Context: an optimization exercise on an open-source flow, tuned for small area and a short achievable clock period. The choices shown serve that exercise and are no tape-out recipe.
No run shown here included a check of the RTL's function; only the layout flow was run.
Power is estimated from default activity; no workload was simulated.

## flow/design.v (module list and top-level ports; edited modules follow where they fit)
// module APB_Square: 1480 lines
// module apb_fa: 4 lines
// module apb_ha: 4 lines
// module apb_sel: 3 lines
// module apb_benc: 4 lines
// module apb_xnor: 3 lines
// module apb_xor: 3 lines
module APB_Square
(
    input wire PWRITE,
    input wire PCLK,
    input wire PSEL,
    input wire [31:0] PADDR,
    input wire [31:0] PWDATA,
    output reg [31:0] PRDATA,
    input wire PENABLE,
    output reg PREADY,
    input PRESET
);
  // ...
==> flow/flow/run.sh <==
#!/bin/bash
# The standard layout (standard.sh), in two calls: synthesis, floorplan and placement
# with no setup margin, then clock tree, routing and finish with the repair aiming 5 ns
# below the clock period. buffer_ports uses the smallest buffer cell.
set -euo pipefail
export BUFFER_PORTS_ARGS="-buffer_cell sky130_fd_sc_hd__buf_1"
bash standard.sh synth floorplan place > standard_1.log 2>&1
export SETUP_SLACK_MARGIN=5
bash standard.sh > standard_2.log 2>&1
==> flow/standard.sh <==
#!/bin/bash
# synth_recipe.tcl (not shown) runs the flow's synth.tcl, then flattens the netlist and writes it again
# the make line also repeats each setting of config.mk as NAME=value (left out here)
make -C /OpenROAD-flow-scripts/flow DESIGN_CONFIG=/design/flow/config.mk WORK_HOME=/design/flow/orfs CLKGATE_MAP_FILE= SYNTH_SCRIPT=/design/flow/synth_recipe.tcl "${@:-finish}"
==> flow/config.mk <==
export PLATFORM = sky130hd
export DESIGN_NAME = APB_Square
export DESIGN_NICKNAME = APB_Square
export VERILOG_FILES = /design/flow/design.v
export SDC_FILE = /design/flow/constraint.sdc
export NUM_CORES = 4
export LEC_CHECK = 0
export CAP_MARGIN = 20
export CORE_MARGIN = 2
export CORE_UTILIZATION = 50
export SLEW_MARGIN = 20
export SYNTH_HIERARCHICAL = 1
==> flow/constraint.sdc <==
create_clock -name core_clock -period 8.5 [get_ports {PCLK}]
set_input_delay 1.7000 -clock core_clock [delete_from_list [all_inputs] [get_ports {PCLK}]]
set_output_delay 1.7000 -clock core_clock [all_outputs]
set_load 0.01 [all_outputs]
==> results.ini, run 1 <==
[run_status]
outcome = complete, no violations

[grt]
grt_pass1_wl_microns = 89700
met2_usage_pct = 51.7

[clocking]
cts_tree = done
cts_setup_buffers = 24
cts_max_level = 4

[power_and_ir_drop]
seq_power_uw = 844
switching_share_pct = 23.6

[finish]
ff_latch_area_sq_um = 3690
layout.nets = 2228

[routing]
wl_met2_microns = 27300
dr.pass1.iters = 6
highest_layer = met4

[placed_design]
dpl_cell_area_sq_um = 17900
place_worst_setup_slack_ns = 4.15

[die]
die_w_microns = 187

[logic_synthesis]
yosys.area_share.simple_pct = 9.93
yosysMostFrequentCell = xnor2_1
yosysTopAreaCellShare_pct = 23.7

[timing]
maxSlewViolCount = 0
fin_ws_ns = 4.94

[worst_setup_path]
cp_num_cells = 11
critical_path.top_delay_family = adder cells
cp-endpoint = cs_r[24]
timing.critical_path.cells = buf_12, a21boi_4, buf_12, buf_12, clkbuf_16, xnor2_1, o22ai_1, fa_1, fa_1, fa_1, fa_1

[job]
max-cap-violations = 0

==> run 2, diff against run 1 <==
==> flow/flow/run.sh (replaced) <==
#!/bin/bash
# The standard layout (standard.sh), in two calls: synthesis, floorplan and placement
# with no setup margin, then clock tree, routing and finish with the repair aiming 4.75 ns
# below the clock period. buffer_ports uses the smallest buffer cell.
set -euo pipefail
export BUFFER_PORTS_ARGS="-buffer_cell sky130_fd_sc_hd__buf_1"
bash standard.sh synth floorplan place > standard_1.log 2>&1
export SETUP_SLACK_MARGIN=4.75
bash standard.sh > standard_2.log 2>&1
==> run 2 against run 1 <==
Effect of this change: clock power barely moved; combinational power fell by 3%; register-to-register slack got worse by 0.13 ns; largest power group unchanged.
==> results.ini, run 2 <==
[run_status]
outcome = complete, no violations  ; unchanged

[clocking]
cts_max_level = 4  ; unchanged
cts_sinks = 181  ; unchanged
clk_latency_ns = 0.46  ; about the same
numCtsBuffers = 17  ; unchanged
cts_tree = done  ; unchanged
clk_pin_slew_ns = 0.07  ; about the same
cts_max_path_buffers = 2  ; unchanged
ctsHoldBuffers = 0  ; unchanged
cts_root_buf = clkbuf_16  ; unchanged

[finish]
nFillCells = 2975  ; was 2,825
largest_register_ffs = 83  ; unchanged
final_cell_mix = 292 x xnor2_1, 258 x o22ai_1, 197 x fa_1  ; was 285 x xnor2_1, 252 x o22ai_1, 190 x fa_1
largest_register = cs_r  ; unchanged
antenna_cells = 0  ; unchanged
layout.nets = 2175  ; was 2,228
final_cells = 2316  ; was 2,369
layout_commonest_cell = xnor2_1  ; unchanged
synthToLayoutAreaGrowth_pct = 12.9  ; was 19.7%
drive_gt1_share_pct = 8.06  ; was 13.0%
final_util_pct = 57.5  ; was 61.0%

[die]
dieArea_sq_um = 34800  ; unchanged
rows = 66  ; unchanged
initial_core_util_pct = 50.9  ; unchanged
coreArea_sq_um = 32700  ; unchanged
pin_count = 102  ; unchanged
die_w_microns = 187  ; unchanged
dieHeight_microns = 187  ; unchanged

[timing]
hold_viol = 0  ; unchanged
fin_crit_sh_pct = 43.5  ; was 41.9%
holdWs_ns = 0.431  ; was 0.429 ns
timing.fmax_mhz = 271  ; was 281 MHz
rsz0062_at_grt = yes  ; unchanged
skew_ns = 0.0156  ; was 0.0155 ns
worst_pin_slew_ns = 1.10  ; was 0.970 ns
maxSlewViolCount = 0  ; unchanged
slew_headroom_pct = 26.9  ; was 35.3%
setup_viol = 0  ; unchanged
setup_tns_ns = 0  ; unchanged
layout_min_cycle_time_ns = 3.69  ; was 3.56 ns

[worst_setup_path]
end_kind = flip-flop  ; unchanged
slowest_delay_ns = 0.63  ; was 0.56 ns
timing.critical_path.cells = buf_4, nor2b_1, nor2b_1, fa_1, fa_1, fa_1, fa_1  ; was buf_12, a21boi_4, buf_12, buf_12, clkbuf_16, xnor2_1, o22ai_1, fa_1, fa_1, fa_1, fa_1
required_ns = 8.83  ; was 8.84 ns
crit_type = reg2reg  ; unchanged
crit_fanout = 25  ; was 11
cp-start-kind = flip-flop  ; unchanged
slowest_stage = dfxtp_1  ; was fa_1
worstPathArrival_ns = 4.02  ; was 3.90 ns
cp_common_cell = fa_1  ; unchanged

[logic_synthesis]
synth.yosys.warnings = 7  ; unchanged
yosysTopAreaCellShare_pct = 23.7  ; unchanged
yosysSeqAreaShare_pct = 21.8  ; unchanged
synthDistinctLibCells = 65  ; unchanged
syn_area_sq_um = 16700  ; unchanged
synth_area_leaders = fa_1 24%, dfxtp_1 22%, xnor2_1 16%  ; unchanged
ys_async_sr_fraction_pct = 0  ; unchanged
synth_area_per_cell_sq_um = 9.62  ; unchanged
synthFlopType = dfxtp_1  ; unchanged
ys_ff_latch = 181  ; unchanged
synth_top_cell_by_area = fa_1  ; unchanged
synth_edf_count = 0  ; unchanged
synth_common_cells = 303 x xnor2_1, 258 x o22ai_1, 197 x fa_1  ; unchanged
synth_cells = 1732  ; unchanged
yosysMostFrequentCell = xnor2_1  ; unchanged

[worst_hold_path]
holdCritPathClass = reg2reg  ; unchanged

[routing]
routed_via_density = 6.43  ; was 6.50
vias = 14900  ; was 15,400
drt_iter0_markers = 1796  ; was 2,191
drc = 0  ; unchanged
wire_per_inst_microns = 25.4  ; was 26.2 microns
drtAntennaViolNets = 0  ; unchanged
dr.pass1.iters = 8  ; was 6
wirelength_microns = 58800  ; was 62,000 microns

[grt]
antenna_found_initial = 0  ; unchanged
grt_overflow = 0  ; unchanged
grt_pass1_vias = 14700  ; was 14,800
grt_max_degree = 88  ; unchanged
grt_pass1_wl_microns = 88100  ; was 89,700 microns
grt_use_total_pct = 33.5  ; was 34.2%

[power_and_ir_drop]
powerDensity_nw_per_um2 = 93.1  ; was 87.7 nW/um^2
irDropWorstVdd_mv = 0.149  ; was 0.144 mV
p_leak_nw = 6.91  ; was 7.34 nW

[placed_design]
gp_congestion = 0.955  ; unchanged
placed_cells = 2271  ; unchanged
io_buffers = 101  ; unchanged
dpl.hpwl_microns = 42700  ; unchanged

[job]
max-cap-violations = 0  ; unchanged

-- run 2: logic make-up (layout without fill, tap and decap cells) --
group	count (synthesis)	count (layout)	share of synthesized area, %
flops	181	181	21.8
mux	26	26	1.58
other cells	1	4	0.0225
compound gates	534	536	20.0
xor+xnor	335	335	17.6
buf+inv	62	199	1.88
simple gates	349	349	9.93
fa+ha+maj	244	244	27.2
-- run 2: final timing paths --
check | start | to | slack [ns] | cells past startpoint
worst max-delay path | a[0] | cs_r[56] | 4.81 | 7
worst min register to register | PREADY | PREADY | 0.43 | 1
worst max register to register | a[0] | cs_r[56] | 4.81 | 7
worst min-delay path | PREADY | PREADY | 0.43 | 1
-- run 2: worst max-delay path: cells and delay by family, from the launching register on --
kind | cells | cell delay (ns)
simple gates | 2 | 0.46
fa+ha+maj | 4 | 1.95
buf+inv | 1 | 0.48
flops | 1 | 0.63
-- run 2: metal layers --
metal | share of wire, % | track usage, % | vias up
li1 | - | - | 6552
met1 | 40 | 45.1 | 7264
met2 | 43 | 50.2 | 931
met3 | 12 | 10.2 | 141
met4 | 3.9 | 14.2 | 0
met5 | 0 | 0 | -
-- run 2: layout make-up --
type                    count  area (sq um)  area share, %
flip-flops and latches    181          3640           19.4
repair buffers            156           890           4.73
inverters                  12          45.0          0.240
clock inverters            11           165          0.879
multi-input cells        1494         13100           69.5
well taps                 442           553           2.94
clock buffers              20           447           2.38
-- run 2: per-stage QoR --
stage                     area (sq um)  setup slack [ns]  power, mW
after global placement           17900              4.21      0.911
after global routing             18800              4.71       1.79
final                            18800              4.81       1.75
after floorplan                  16700              2.06      0.886
after detailed placement         17900              4.15      0.911
after CTS                        18700              4.73       1.76
-- run 2: power by group --
group / total, mW / internal, mW / switching (mW)
Sequential: 0.847 / 0.847 / 0.000518
Clock: 0.857 / 0.479 / 0.379
Combinational: 0.0446 / 0.0133 / 0.0313
Total: 1.75 / 1.34 / 0.411
-- run 2: timing repair --
item	in CTS	in global routing
buffers inserted	10	2
resized for setup	23	26
cloned	2	0
setup endpoints to repair	84	86
pin swaps	2	2
-- run 2: Yosys stat by module, one instance, submodules excluded --
module | times used | cells | flip-flops and latches
apb_fa | 196 | 1 | 0
apb_xor | 30 | 1 | 0
APB_Square | 1 | 881 | 181
apb_benc | 16 | 4 | 0
apb_sel | 256 | 1 | 0
apb_ha | 17 | 1 | 0
apb_xnor | 288 | 1 | 0
==> run 3, diff against run 2 <==
==> flow/flow/run.sh (replaced) <==
#!/bin/bash
# The standard layout (standard.sh), in two calls: synthesis, floorplan and placement
# with no setup margin, then clock tree, routing and finish with the repair aiming 4.5 ns
# below the clock period. buffer_ports uses the smallest buffer cell.
set -euo pipefail
export BUFFER_PORTS_ARGS="-buffer_cell sky130_fd_sc_hd__buf_1"
bash standard.sh synth floorplan place > standard_1.log 2>&1
export SETUP_SLACK_MARGIN=4.5
bash standard.sh > standard_2.log 2>&1
==> run 3 against run 2 <==
Effect of this change: via count decreased by 0.97%; wire length decreased by 0.59%; critical path type unchanged; still clean on timing, DRC and antenna; global-route usage decreased by 0.30 points; critical endpoint unchanged.
==> results.ini, run 3 <==
[logic_synthesis]
yosysSeqAreaShare_pct = 21.8  ; unchanged
ys_ff_latch = 181  ; unchanged
ys_async_sr_fraction_pct = 0  ; unchanged
synth_edf_count = 0  ; unchanged
syn_area_sq_um = 16700  ; unchanged
synthFlopType = dfxtp_1  ; unchanged
yosysMostFrequentCell = xnor2_1  ; unchanged
synthDistinctLibCells = 65  ; unchanged
synth.yosys.warnings = 7  ; unchanged
synth_area_leaders = fa_1 24%, dfxtp_1 22%, xnor2_1 16%  ; unchanged
yosysTopAreaCellShare_pct = 23.7  ; unchanged
synth_top_cell_by_area = fa_1  ; unchanged
synth_common_cells = 303 x xnor2_1, 258 x o22ai_1, 197 x fa_1  ; unchanged
synth_cells = 1732  ; unchanged
synth_area_per_cell_sq_um = 9.62  ; unchanged

[placed_design]
dpl_cell_area_sq_um = 17900  ; unchanged
dpl.hpwl_microns = 42700  ; unchanged
io_buffers = 101  ; unchanged
placed_cells = 2271  ; unchanged
place_worst_setup_slack_ns = 4.15  ; unchanged
gp_congestion = 0.955  ; unchanged

[clocking]
cts_root_buf = clkbuf_16  ; unchanged
clk_latency_ns = 0.46  ; about the same
numCtsBuffers = 17  ; unchanged
clk_pin_slew_ns = 0.07  ; about the same
cts_max_path_buffers = 2  ; unchanged
cts_sinks = 181  ; unchanged
cts_tree = done  ; unchanged
cts_max_level = 4  ; unchanged

[grt]
met2_usage_pct = 49.7  ; was 50.2%
antenna_found_initial = 0  ; unchanged
grt_use_total_pct = 33.2  ; was 33.5%
grt_pass1_vias = 14500  ; was 14,700
grt_max_degree = 88  ; unchanged
grt_pass1_wl_microns = 87300  ; was 88,100 microns
use_met1_pct = 45.5  ; was 45.1%
grt_overflow = 0  ; unchanged
busiest_layer = met2  ; unchanged
grtUsageMet3_pct = 9.12  ; was 10.2%

[die]
dieArea_sq_um = 34800  ; unchanged
pin_count = 102  ; unchanged
initial_core_util_pct = 50.9  ; unchanged
dieHeight_microns = 187  ; unchanged
rows = 66  ; unchanged
die_w_microns = 187  ; unchanged
coreArea_sq_um = 32700  ; unchanged

[power_and_ir_drop]
irDropWorstVdd_mv = 0.147  ; was 0.149 mV
power_frac_clock_pct = 49.0  ; about the same
p_int_mw = 1.34  ; about the same
p_leak_nw = 6.81  ; was 6.91 nW
seqPwrFrac_pct = 48.5  ; was 48.4%
p_sw_uw = 409  ; was 411 uW
switching_share_pct = 23.4  ; was 23.5%
powerDensity_nw_per_um2 = 94.2  ; was 93.1 nW/um^2
p_comb_share_pct = 2.5  ; was 2.6%

[finish]
antenna_cells = 0  ; unchanged
largest_register = cs_r  ; unchanged
layout_commonest_cell = xnor2_1  ; unchanged
final_cells = 2305  ; was 2,316
stdcell_area_sq_um = 18600  ; was 18,800 sq um
synthToLayoutAreaGrowth_pct = 11.4  ; was 12.9%
largest_register_ffs = 83  ; unchanged
final_cell_mix = 293 x xnor2_1, 258 x o22ai_1, 197 x fa_1  ; was 292 x xnor2_1, 258 x o22ai_1, 197 x fa_1
layout.nets = 2164  ; was 2,175
drive_gt1_share_pct = 6.66  ; was 8.06%

[routing]
drt_iter0_markers = 1797  ; was 1,796
vias = 14700  ; was 14,900
wirelength_microns = 58500  ; was 58,800 microns
dr.pass1.iters = 6  ; was 8
routed_via_density = 6.40  ; was 6.43
drc = 0  ; unchanged
wire_per_inst_microns = 25.4  ; about the same
drtAntennaViolNets = 0  ; unchanged

[worst_setup_path]
cp-start-kind = flip-flop  ; unchanged
crit_type = reg2reg  ; unchanged
required_ns = 8.83  ; about the same
worstPathArrival_ns = 4.31  ; was 4.02 ns
crit_fanout = 31  ; was 25
end_kind = flip-flop  ; unchanged

[run_status]
outcome = complete, no violations  ; unchanged

[timing]
timing.fmax_mhz = 251  ; was 271 MHz
hold_viol = 0  ; unchanged
fin_crit_sh_pct = 46.9  ; was 43.5%
slew_headroom_pct = 25.9  ; was 26.9%
rsz0062_at_grt = yes  ; unchanged
setup_tns_ns = 0  ; unchanged
worst_pin_slew_ns = 1.11  ; was 1.10 ns
setup_viol = 0  ; unchanged
skew_ns = 0.0156  ; about the same
fin_ws_ns = 4.52  ; was 4.81 ns
maxSlewViolCount = 0  ; unchanged
layout_min_cycle_time_ns = 3.98  ; was 3.69 ns

[job]
max-cap-violations = 0  ; unchanged

[worst_hold_path]
holdCritPathClass = reg2reg  ; unchanged

[run 3: kinds of logic (layout without fill, tap and decap cells)]
group | Yosys count | count (layout) | synth area share [%]
and+or+nand+nor | 349 | 349 | 9.93
adders and majority gates | 244 | 244 | 27.2
DFF | 181 | 181 | 21.8
xor gates and xnor gates | 335 | 335 | 17.6
buffers and inverters | 62 | 188 | 1.88
muxes | 26 | 26 | 1.58
other | 1 | 4 | 0.0225
AOI/OAI and AO/OA | 534 | 536 | 20.0
[run 3: power by group through the flow]
stage | sequential [mW] | combinational [mW] | clock [mW]
finish | 0.848 | 0.0444 | 0.856
global route | 0.848 | 0.0465 | 0.901
CTS | 0.848 | 0.0430 | 0.864
detailed placement | 0.868 | 0.0428 | 0
global placement | 0.868 | 0.0428 | 0
floorplan | 0.868 | 0.0180 | 0
[run 3: per-stage QoR]
| stage | power [mW] | util [%] | hold WS [ns] |
|---|---|---|---|
| 4_1_cts | 1.76 | 56.5 | 0.431 |
| 2_1_floorplan | 0.886 | - | 0.462 |
| 5_1_grt | 1.80 | 56.8 | 0.452 |
| 3_5_place_dp | 0.911 | 54.6 | 0.412 |
| 6_report | 1.75 | 56.8 | 0.430 |
| 3_3_place_gp | 0.911 | 54.6 | 0.411 |
[run 3: per-module statistics from Yosys (local to each module, per instance), excerpt]
module,flops+latches,cells,cell area [sq um]
APB_Square,181,881,7730
apb_benc,0,4,25.0
apb_fa,0,1,20.0
apb_sel,0,1,6.26
apb_xnor,0,1,8.76
apb_xor,0,1,8.76
[run 3: worst max-delay path, stage by stage (launching register included)]
cell and delay, ns:
dfxtp_2 0.54, a21boi_4 0.23, buf_4 0.47, xnor2_1 0.24, o22ai_1 0.17, fa_1 0.67
fa_1 0.47, fa_1 0.57, fa_1 0.43
[run 3: worst paths after layout]
kind           from  endpoint  slack (ns)  cells past startpoint
min reg2reg  PREADY    PREADY        0.43                      1
max reg2reg    b[3]  cs_r[56]        4.52                      8
min          PREADY    PREADY        0.43                      1
max            b[3]  cs_r[56]        4.52                      8
[run 3: final cells by class]
| class | count | area (sq um) |
|---|---|---|
| sequential | 181 | 3630 |
| clock buffer | 20 | 447 |
| clock inverter | 11 | 165 |
| fill | 3002 | 14100 |
| timing repair buffer | 145 | 723 |
| multi-input combinational | 1494 | 13000 |
| inverter | 12 | 45.0 |
| tap | 442 | 553 |
[run 3: timing repair]
| action | in CTS | in global routing |
|---|---|---|
| buffers inserted | 0 | 1 |
| endpoints found under the setup margin | 18 | 26 |
| resized for setup | 3 | 9 |
| gates cloned | 1 | 1 |
| pin swaps | 0 | 1 |
| hold buffers | 0 | 0 |
[run 3: layer usage]
layer / vias up / part of all wire [%]
met2: 885 / 44
met3: 126 / 12
met1: 7190 / 41
met4: 0 / 3.7
li1: 6543 / -
met5: - / 0
==> run 4, diff against run 3 <==
==> flow/flow/run.sh (replaced) <==
#!/bin/bash
# The standard layout (standard.sh), in two calls: synthesis, floorplan and placement
# with no setup margin, then clock tree, routing and finish with the repair aiming 4.25 ns
# below the clock period. buffer_ports uses the smallest buffer cell.
set -euo pipefail
export BUFFER_PORTS_ARGS="-buffer_cell sky130_fd_sc_hd__buf_1"
bash standard.sh synth floorplan place > standard_1.log 2>&1
export SETUP_SLACK_MARGIN=4.25
bash standard.sh > standard_2.log 2>&1
==> run 4 against run 3 <==
Effect of this change: still clean; utilization shrank 0.17 points; clock skew is essentially flat; register-to-register slack got worse by 0.09 ns.
==> results.ini, run 4 <==
[logic_synthesis]
yosysSeqAreaShare_pct = 21.8  ; unchanged
synth_xor_area_share_pct = 17.6  ; unchanged
synth_common_cells = 303 x xnor2_1, 258 x o22ai_1, 197 x fa_1  ; unchanged
synth_top_cell_by_area = fa_1  ; unchanged
synth_cells = 1732  ; unchanged
synth_compound_area_share_pct = 20.0  ; unchanged
synth_top_family_by_area = adder cells  ; unchanged
synth_fa_ha_area_share_pct = 27.2  ; unchanged
synth_edf_count = 0  ; unchanged
synth_mux_area_share_pct = 1.58  ; unchanged
synthFlopType = dfxtp_1  ; unchanged
synth_area_leaders = fa_1 24%, dfxtp_1 22%, xnor2_1 16%  ; unchanged
yosys.area_share.simple_pct = 9.93  ; unchanged
synth_area_per_cell_sq_um = 9.62  ; unchanged
yosysMostFrequentCell = xnor2_1  ; unchanged
ys_async_sr_fraction_pct = 0  ; unchanged
ys_ff_latch = 181  ; unchanged
syn_area_sq_um = 16700  ; unchanged
yosysTopAreaCellShare_pct = 23.7  ; unchanged
synthDistinctLibCells = 65  ; unchanged
synth.yosys.warnings = 7  ; unchanged

[die]
rows = 66  ; unchanged
die_w_microns = 187  ; unchanged
initial_core_util_pct = 50.9  ; unchanged
pin_count = 102  ; unchanged
dieArea_sq_um = 34800  ; unchanged
coreArea_sq_um = 32700  ; unchanged
dieHeight_microns = 187  ; unchanged

[grt]
antenna_found_initial = 0  ; unchanged
grt_overflow = 0  ; unchanged
busiest_layer = met2  ; unchanged
grtUsageMet3_pct = 9.23  ; was 9.12%
use_met1_pct = 45.2  ; was 45.5%
grt_max_degree = 88  ; unchanged
grt_pass1_wl_microns = 86800  ; was 87,300 microns
grt_use_total_pct = 33.0  ; was 33.2%
met2_usage_pct = 49.0  ; was 49.7%
grt_pass1_vias = 14500  ; about the same

[finish]
multiInputGateArea_sq_um = 13000  ; about the same
layout_commonest_cell = xnor2_1  ; unchanged
final_cell_mix = 293 x xnor2_1, 258 x o22ai_1, 197 x fa_1  ; unchanged
ff_latch_area_sq_um = 3630  ; about the same
nFillCells = 3009  ; was 3,002
antenna_cells = 0  ; unchanged
synthToLayoutAreaGrowth_pct = 11.1  ; was 11.4%
largest_register_ffs = 83  ; unchanged
largest_register = cs_r  ; unchanged
final_util_pct = 56.6  ; was 56.8%
drive_gt1_share_pct = 6.39  ; was 6.66%
layout.nets = 2162  ; was 2,164

[placed_design]
dpl.hpwl_microns = 42700  ; unchanged
io_buffers = 101  ; unchanged
gp_congestion = 0.955  ; unchanged

[timing]
hold_viol = 0  ; unchanged
worst_pin_slew_ns = 1.08  ; was 1.11 ns
setup_tns_ns = 0  ; unchanged
maxSlewViolCount = 0  ; unchanged
rsz0062_at_grt = no  ; was yes
fin_crit_sh_pct = 47.9  ; was 46.9%
timing.fmax_mhz = 246  ; was 251 MHz
layout_min_cycle_time_ns = 4.07  ; was 3.98 ns
setup_viol = 0  ; unchanged
skew_ns = 0.0157  ; was 0.0156 ns
slew_headroom_pct = 28.1  ; was 25.9%

[clocking]
cts_max_path_buffers = 2  ; unchanged
clk_latency_ns = 0.46  ; about the same
cts_sinks = 181  ; unchanged
cts_max_level = 4  ; unchanged
cts-resized-gates = 0  ; was 3
numCtsBuffers = 17  ; unchanged
cts_tree = done  ; unchanged
cts_setup_buffers = 0  ; unchanged
clk_pin_slew_ns = 0.07  ; about the same
cts_root_buf = clkbuf_16  ; unchanged
ctsHoldBuffers = 0  ; unchanged

[routing]
vias = 14700  ; about the same
dr.pass1.iters = 6  ; unchanged
drtAntennaViolNets = 0  ; unchanged
wire_per_inst_microns = 25.2  ; was 25.4 microns
drc = 0  ; unchanged
drt_iter0_markers = 1788  ; was 1,797
routed_via_density = 6.40  ; about the same
wirelength_microns = 57900  ; was 58,500 microns

[worst_hold_path]
whs_path_depth = 1  ; unchanged
min-delay-start = PREADY  ; unchanged
holdCritPathClass = reg2reg  ; unchanged
holdPathEnd = PREADY  ; unchanged

[worst_setup_path]
r2r_start = b[15]  ; was b[3]
crit_fanout = 13  ; was 31
crit_type = reg2reg  ; unchanged
r2r-end = cs_r[56]  ; unchanged
cp-start-kind = flip-flop  ; unchanged
worstPathArrival_ns = 4.40  ; was 4.31 ns
required_ns = 8.83  ; about the same
end_kind = flip-flop  ; unchanged
r2r_setup_slack_ns = 4.43  ; was 4.52 ns
r2r.worst_path.cells = 8  ; unchanged

[run_status]
outcome = complete, no violations  ; unchanged

[power_and_ir_drop]
powerDensity_nw_per_um2 = 94.5  ; was 94.2 nW/um^2
irDropWorstVdd_mv = 0.146  ; was 0.147 mV
p_leak_nw = 6.79  ; was 6.81 nW

[job]
max-cap-violations = 0  ; unchanged

[run 4: cell counts after synthesis]
No cell type changed its count.
[run 4: stage by stage]
step	cells	area, sq um	worst slack [ns]	hold WS, ns	total power, mW
6_report	2303	18500	4.43	0.429	1.75
5_1_grt	2303	18500	4.29	0.452	1.80
4_1_cts	2302	18500	4.33	0.431	1.76
3_5_place_dp	2271	17900	4.15	0.412	0.911
3_3_place_gp	2271	17900	4.21	0.411	0.911
2_1_floorplan	1735	16700	2.06	0.462	0.886
[run 4: worst max-delay path by stage]
| stage | depth (start not counted) | slack (ns) | start | to |
|---|---|---|---|---|
| 6_report | 8 | 4.43 | b[15] | cs_r[56] |
| 5_1_grt | 8 | 4.29 | b[15] | cs_r[56] |
| 4_1_cts | 7 | 4.33 | b[3] | cs_r[56] |
| 3_5_place_dp | 8 | 4.15 | PADDR[28] | a[4] |
| 3_3_place_gp | 8 | 4.21 | PADDR[28] | a[25] |
| 2_1_floorplan | 7 | 2.06 | b[1] | cs_r[56] |
[run 4: critical path, stage by stage (launching register included)]
cell and delay (ns):
dfxtp_1 0.55, a21boi_2 0.55, buf_4 0.38, xnor2_1 0.21, o22ai_1 0.18, fa_1 0.57
fa_1 0.58, fa_1 0.44, fa_1 0.47
[run 4: cell families after synthesis]
family	after synthesis
simple gates	349
xor+xnor	335
other cells	1
flops	181
compound gates	534
mux	26
fa+ha+maj	244
buf+inv	62
[run 4: layer usage]
layer	vias to the layer above	wire length (microns)
met5	-	0
met4	0	2150
met3	121	6470
met2	837	25100
met1	7249	24200
li1	6531	-
[run 4: per-module statistics from Yosys, one instance, submodules excluded]
module	cell area (sq um)	flip-flops and latches	cells	copies in the design
apb_xor	8.76	0	1	30
APB_Square	7730	181	881	1
apb_benc	25.0	0	4	16
apb_ha	12.5	0	1	17
apb_fa	20.0	0	1	196
apb_xnor	8.76	0	1	288
apb_sel	6.26	0	1	256
[run 4: where the power goes]
part	internal, mW	total (mW)	switching [mW]
sequential	0.848	0.848	0.000539
clock	0.479	0.856	0.377
combinational	0.0132	0.0445	0.0312
[run 4: layout make-up]
| class | count | share of cell area [%] |
|---|---|---|
| Timing Repair Buffer | 144 | 3.81 |
| Clock buffer | 20 | 2.41 |
| Sequential cell | 181 | 19.6 |
| Multi-Input combinational cell | 1493 | 70.1 |
| Tap cell | 442 | 2.99 |
| Clock inverter | 11 | 0.892 |
| Inverter | 12 | 0.243 |

[what the ideal ports hide]
The flow's constraints put no driver on any port. The routed layouts listed below were extracted and timed again, unchanged, in two steps.
Step 1 assumes that a clkbuf_16 drives the clock port and a buf_2 every other input.
Step 2 moves the port delays by t, midway between the first and last clock arrival at a register: inputs arrive t later, outputs are due t later. That takes back most of the time a late clock gives input paths.
Slacks: ideal ports / drivers / drivers and shift; pairs: ideal ports / drivers.
| run | t, ns | setup WS [ns] | worst data-port slew with drivers (ns) |
|---|---|---|---|
| run 1 | 0.509 | 4.935 / 4.935 / 4.582 | 0.04 |
| run 2 | 0.507 | 4.807 / 4.807 / 4.406 | 0.04 |
| run 3 | 0.504 | 4.516 / 4.516 / 4.236 | 0.04 |
| run 4 | 0.502 | 4.429 / 4.429 / 4.249 | 0.04 |
After both steps every run listed still meets setup and hold. For run 2, which loses most, drivers alone change the setup slack by 0.000 ns; drivers and shift together by -0.401 ns.
